Source: an optimization exercise on an open RTL-to-GDS flow (aim: small area, a short achievable clock period and few clock cycles). Production flows keep margins and buffers that such runs may drop. Only simulation tests tie the RTL to the original design; equivalence was not proved. No driver is modelled on the clock port, so clock power and skew are understated where the tree is cut down; a real chip needs a root buffer or a tree. No activity file was given, so power comes from the tool's default toggle rates.

== violet ==
==> flow/design.v <==
`timescale 1ps/1ps
module Conv(
    input clk,
    input rst,
    input in_st,
    input [7:0] din,
    output reg [15:0] dout,
    output reg out_st
);
reg [7:0] pix [0:15];
reg [9:0] upart, vreg, va;
reg [10:0] hpart;
reg hodd;
reg [10:0] r_sr [0:9];
wire [12:0] hfull = add12({1'b0, hpart}, {3'b000, vreg[9:1]}, hodd & vreg[0]);
wire [10:0] hsum = hfull[10:0];
reg [3:0] chi;
reg [2:0] clo;
integer i;
function [12:0] add12;
    input [11:0] a;
    input [11:0] b;
    input ci;
    integer i, k;
    reg [3:0] s0, s1;
    reg k0, k1, c, p;
    begin
        c = ci;
        for (k = 0; k < 3; k = k + 1) begin
            k0 = 1'b0;
            k1 = 1'b1;
            for (i = 0; i < 4; i = i + 1) begin
                p = a[4*k+i] ^ b[4*k+i];
                s0[i] = p ^ k0;
                s1[i] = p ^ k1;
                k0 = (a[4*k+i] & b[4*k+i]) | (k0 & p);
                k1 = (a[4*k+i] & b[4*k+i]) | (k1 & p);
            end
            add12[4*k +: 4] = c ? s1 : s0;
            c = c ? k1 : k0;
        end
        add12[12] = c;
    end
endfunction
always @(posedge clk) begin
    pix[0] <= din;
    for (i = 1; i < 16; i = i + 1)
        pix[i] <= pix[i-1];
    upart <= add12({3'b000, pix[7], 1'b0}, {4'b0000, pix[15]}, 1'b0);
    vreg <= add12({2'b00, upart}, {4'b0000, pix[0]}, 1'b0);
    va <= vreg;
    hpart <= add12({2'b00, vreg}, {3'b000, va[9:1]}, 1'b0);
    hodd <= va[0];
    r_sr[0] <= hsum;
    for (i = 1; i < 10; i = i + 1)
        r_sr[i] <= r_sr[i-1];
end
wire s0 = (chi == 4'd5);
wire s1 = (chi == 4'd6);
wire s2 = (chi == 4'd7);
wire s3 = (chi == 4'd8);
wire s4 = (chi == 4'd9);
wire row5 = !(s0 | s1 | s2 | s3 | s4);
wire [10:0] rdel = ({11{s0}} & r_sr[9]) | ({11{s1}} & r_sr[7]) | ({11{s2}} & r_sr[5])
                 | ({11{s3}} & r_sr[3]) | ({11{s4}} & r_sr[1]);
wire [10:0] rsel = row5 ? hsum : rdel;
always @(posedge clk) begin
    dout <= {5'b00000, rsel};
end
always @(posedge clk) begin
    if (rst) begin
        chi <= 4'd15;
        clo <= 3'd0;
        out_st <= 1'b0;
    end
    else begin
        if (in_st) begin
            chi <= 4'd0;
            clo <= 3'd0;
        end
        else if (chi != 4'd15) begin
            if (clo == 3'd5) begin
                clo <= 3'd0;
                chi <= chi + 4'd1;
            end
            else
                clo <= clo + 3'd1;
        end
        out_st <= (chi == 4'd4) && (clo == 3'd5);
    end
end
endmodule
export LEC_CHECK = 0
export ABC_AREA = 1
export CAP_MARGIN = 20
export CORE_MARGIN = 2
export CORE_UTILIZATION = 65
export GPL_ROUTABILITY_DRIVEN = 0
export GPL_TIMING_DRIVEN = 0
export SETUP_SLACK_MARGIN = 4.0
export SLEW_MARGIN = 20
create_clock -name core_clock -period 6.0 [get_ports {clk}]
standard.sh (not shown) runs the stock make flow with config.mk's settings and CLKGATE_MAP_FILE= SYNTH_SCRIPT=/design/flow/synth_recipe.tcl, a recipe that flattens the netlist after the stock synthesis.
==> flow/flow/run.sh <==
#!/bin/bash
# Standard ORFS layout with these changes:
#  - the clock tree is built by flow/mantree.tcl (four root buffers, each
#    driving four leaf buffers) instead of ORFS's CTS;
#  - synthesis leaves adders to ABC instead of mapping them to full-adder cells;
#  - every input and output port gets a buf_2 buffer (instead of the slow
#    delay buffer buffer_ports picks by default); timing repair may resize it.
set -euo pipefail
HERE=$(cd "$(dirname "${BASH_SOURCE[0]}")" && pwd)
export PRE_CTS_TCL=$HERE/pre_cts.tcl
export MT_NX=4 MT_NY=4 MT_NROOT=4 MT_LEAF=sky130_fd_sc_hd__clkbuf_8 MT_ROOT=sky130_fd_sc_hd__clkbuf_8
bash standard.sh finish ADDER_MAP_FILE= \
  "BUFFER_PORTS_ARGS=-buffer_cell sky130_fd_sc_hd__buf_2" > orfs_flow.log 2>&1
Other scripts of this flow, unchanged in this note and not shown: flow/flow/mantree.tcl, flow/flow/pre_cts.tcl
Testbench counts of violet, summed over its fixed seeds: cycles 6,264.
The inputs of zinc differ from those of violet as listed below.
==> flow/design.v <==
`timescale 1ps/1ps
module Conv(
    input clk,
    input rst,
    input in_st,
    input [7:0] din,
    output reg [15:0] dout,
    output reg out_st
);
reg [7:0] pix [0:15];
reg [9:0] upart, vreg, va;
reg [11:0] hpart;
reg [10:0] r_sr [0:9];
wire [12:0] hfull = add12(hpart, {2'b00, vreg});
wire [10:0] hsum = hfull[11:1];
reg [6:0] cnt;
integer i;
function [12:0] add12;
    input [11:0] a;
    input [11:0] b;
    integer i, k;
    reg [3:0] s0, s1;
    reg k0, k1, c, p;
    begin
        c = 1'b0;
        for (k = 0; k < 3; k = k + 1) begin
            k0 = 1'b0;
            k1 = 1'b1;
            for (i = 0; i < 4; i = i + 1) begin
                p = a[4*k+i] ^ b[4*k+i];
                s0[i] = p ^ k0;
                s1[i] = p ^ k1;
                k0 = (a[4*k+i] & b[4*k+i]) | (k0 & p);
                k1 = (a[4*k+i] & b[4*k+i]) | (k1 & p);
            end
            add12[4*k +: 4] = c ? s1 : s0;
            c = c ? k1 : k0;
        end
        add12[12] = c;
    end
endfunction
always @(posedge clk) begin
    pix[0] <= din;
    for (i = 1; i < 16; i = i + 1)
        pix[i] <= pix[i-1];
    upart <= add12({3'b000, pix[7], 1'b0}, {4'b0000, pix[15]});
    vreg <= add12({2'b00, upart}, {4'b0000, pix[0]});
    va <= vreg;
    hpart <= add12({1'b0, vreg, 1'b0}, {2'b00, va});
    r_sr[0] <= hsum;
    for (i = 1; i < 10; i = i + 1)
        r_sr[i] <= r_sr[i-1];
end
wire row5 = (cnt < 7'd31) || (cnt >= 7'd61);
wire s0 = (cnt < 7'd37);
wire s1 = !s0 && (cnt < 7'd43);
wire s2 = (cnt >= 7'd43) && (cnt < 7'd49);
wire s3 = (cnt >= 7'd49) && (cnt < 7'd55);
wire s4 = (cnt >= 7'd55);
wire [10:0] rdel = ({11{s0}} & r_sr[9]) | ({11{s1}} & r_sr[7]) | ({11{s2}} & r_sr[5])
                 | ({11{s3}} & r_sr[3]) | ({11{s4}} & r_sr[1]);
wire [10:0] rsel = row5 ? hsum : rdel;
always @(posedge clk) begin
    dout <= {5'b00000, rsel};
end
always @(posedge clk) begin
    if (rst) begin
        cnt <= 7'd0;
        out_st <= 1'b0;
    end
    else begin
        if (in_st)
            cnt <= 7'd1;
        else if (cnt != 7'd0)
            cnt <= cnt + 7'd1;
        out_st <= (cnt == 7'd30);
    end
end
endmodule
### Flow results
Diff violet..zinc | net count of the finished layout | negligible
Compared with violet, zinc shows a lower total power.
When zinc is measured against violet, its number of cells on the worst reg-to-reg path turns out 14 lower.
Sequential share of layout area was higher in zinc than in violet.
Sort zinc and violet by minimum period implied by the final worst setup slack, descending, and zinc comes first.
Clock network fraction of total power, zinc and violet: smaller value in violet
Detailed-route wire length per cell, zinc vs violet: up by a few percent
Summary — routed wire length, zinc relative to violet: higher, by 4.6%.
Side by side, via count of the first global-routing pass turned out higher in zinc than in violet.
Reported sequential group power: zinc vs violet, no meaningful difference
Measured against each other, zinc and violet differ in design area, the higher figure coming from violet.
When the final numbers for zinc and violet were put side by side, the die width turned out to be smaller in violet.
Testbench counts of zinc, summed over its fixed seeds: cycles 6,264.
No run of this note takes its clock network from TritonCTS; it comes from the design's own scripts or RTL.

## port drivers added, routing unchanged
No port has a modelled driver above. Below, the same layouts with a new extraction and two added sets of constraints. Step 1 assumes that a clkbuf_16 drives the clock port and a buf_2 every other input. Step 2 also shifts input and output timing later by t, the mid clock arrival at the registers, as if the neighbouring blocks saw the same clock. Slacks: no drivers / after step 1 / after step 2; pairs: no drivers / after step 1.
run | shift t [ns] | slack for setup (ns) | worst setup path after step 2 | worst slew at a driven data input, ns | pins driven straight from the clock port
violet | 0.367 | 4.043 / 3.985 / 4.079 | register to register | 0.03 | 4
zinc | 0.370 | 4.033 / 3.974 / 3.954 | input to register | 0.03 | 4
After both steps every run listed still meets setup and hold. The setup slack of zinc, which loses most, moves by -0.059 ns with the drivers and by -0.079 ns with both steps.
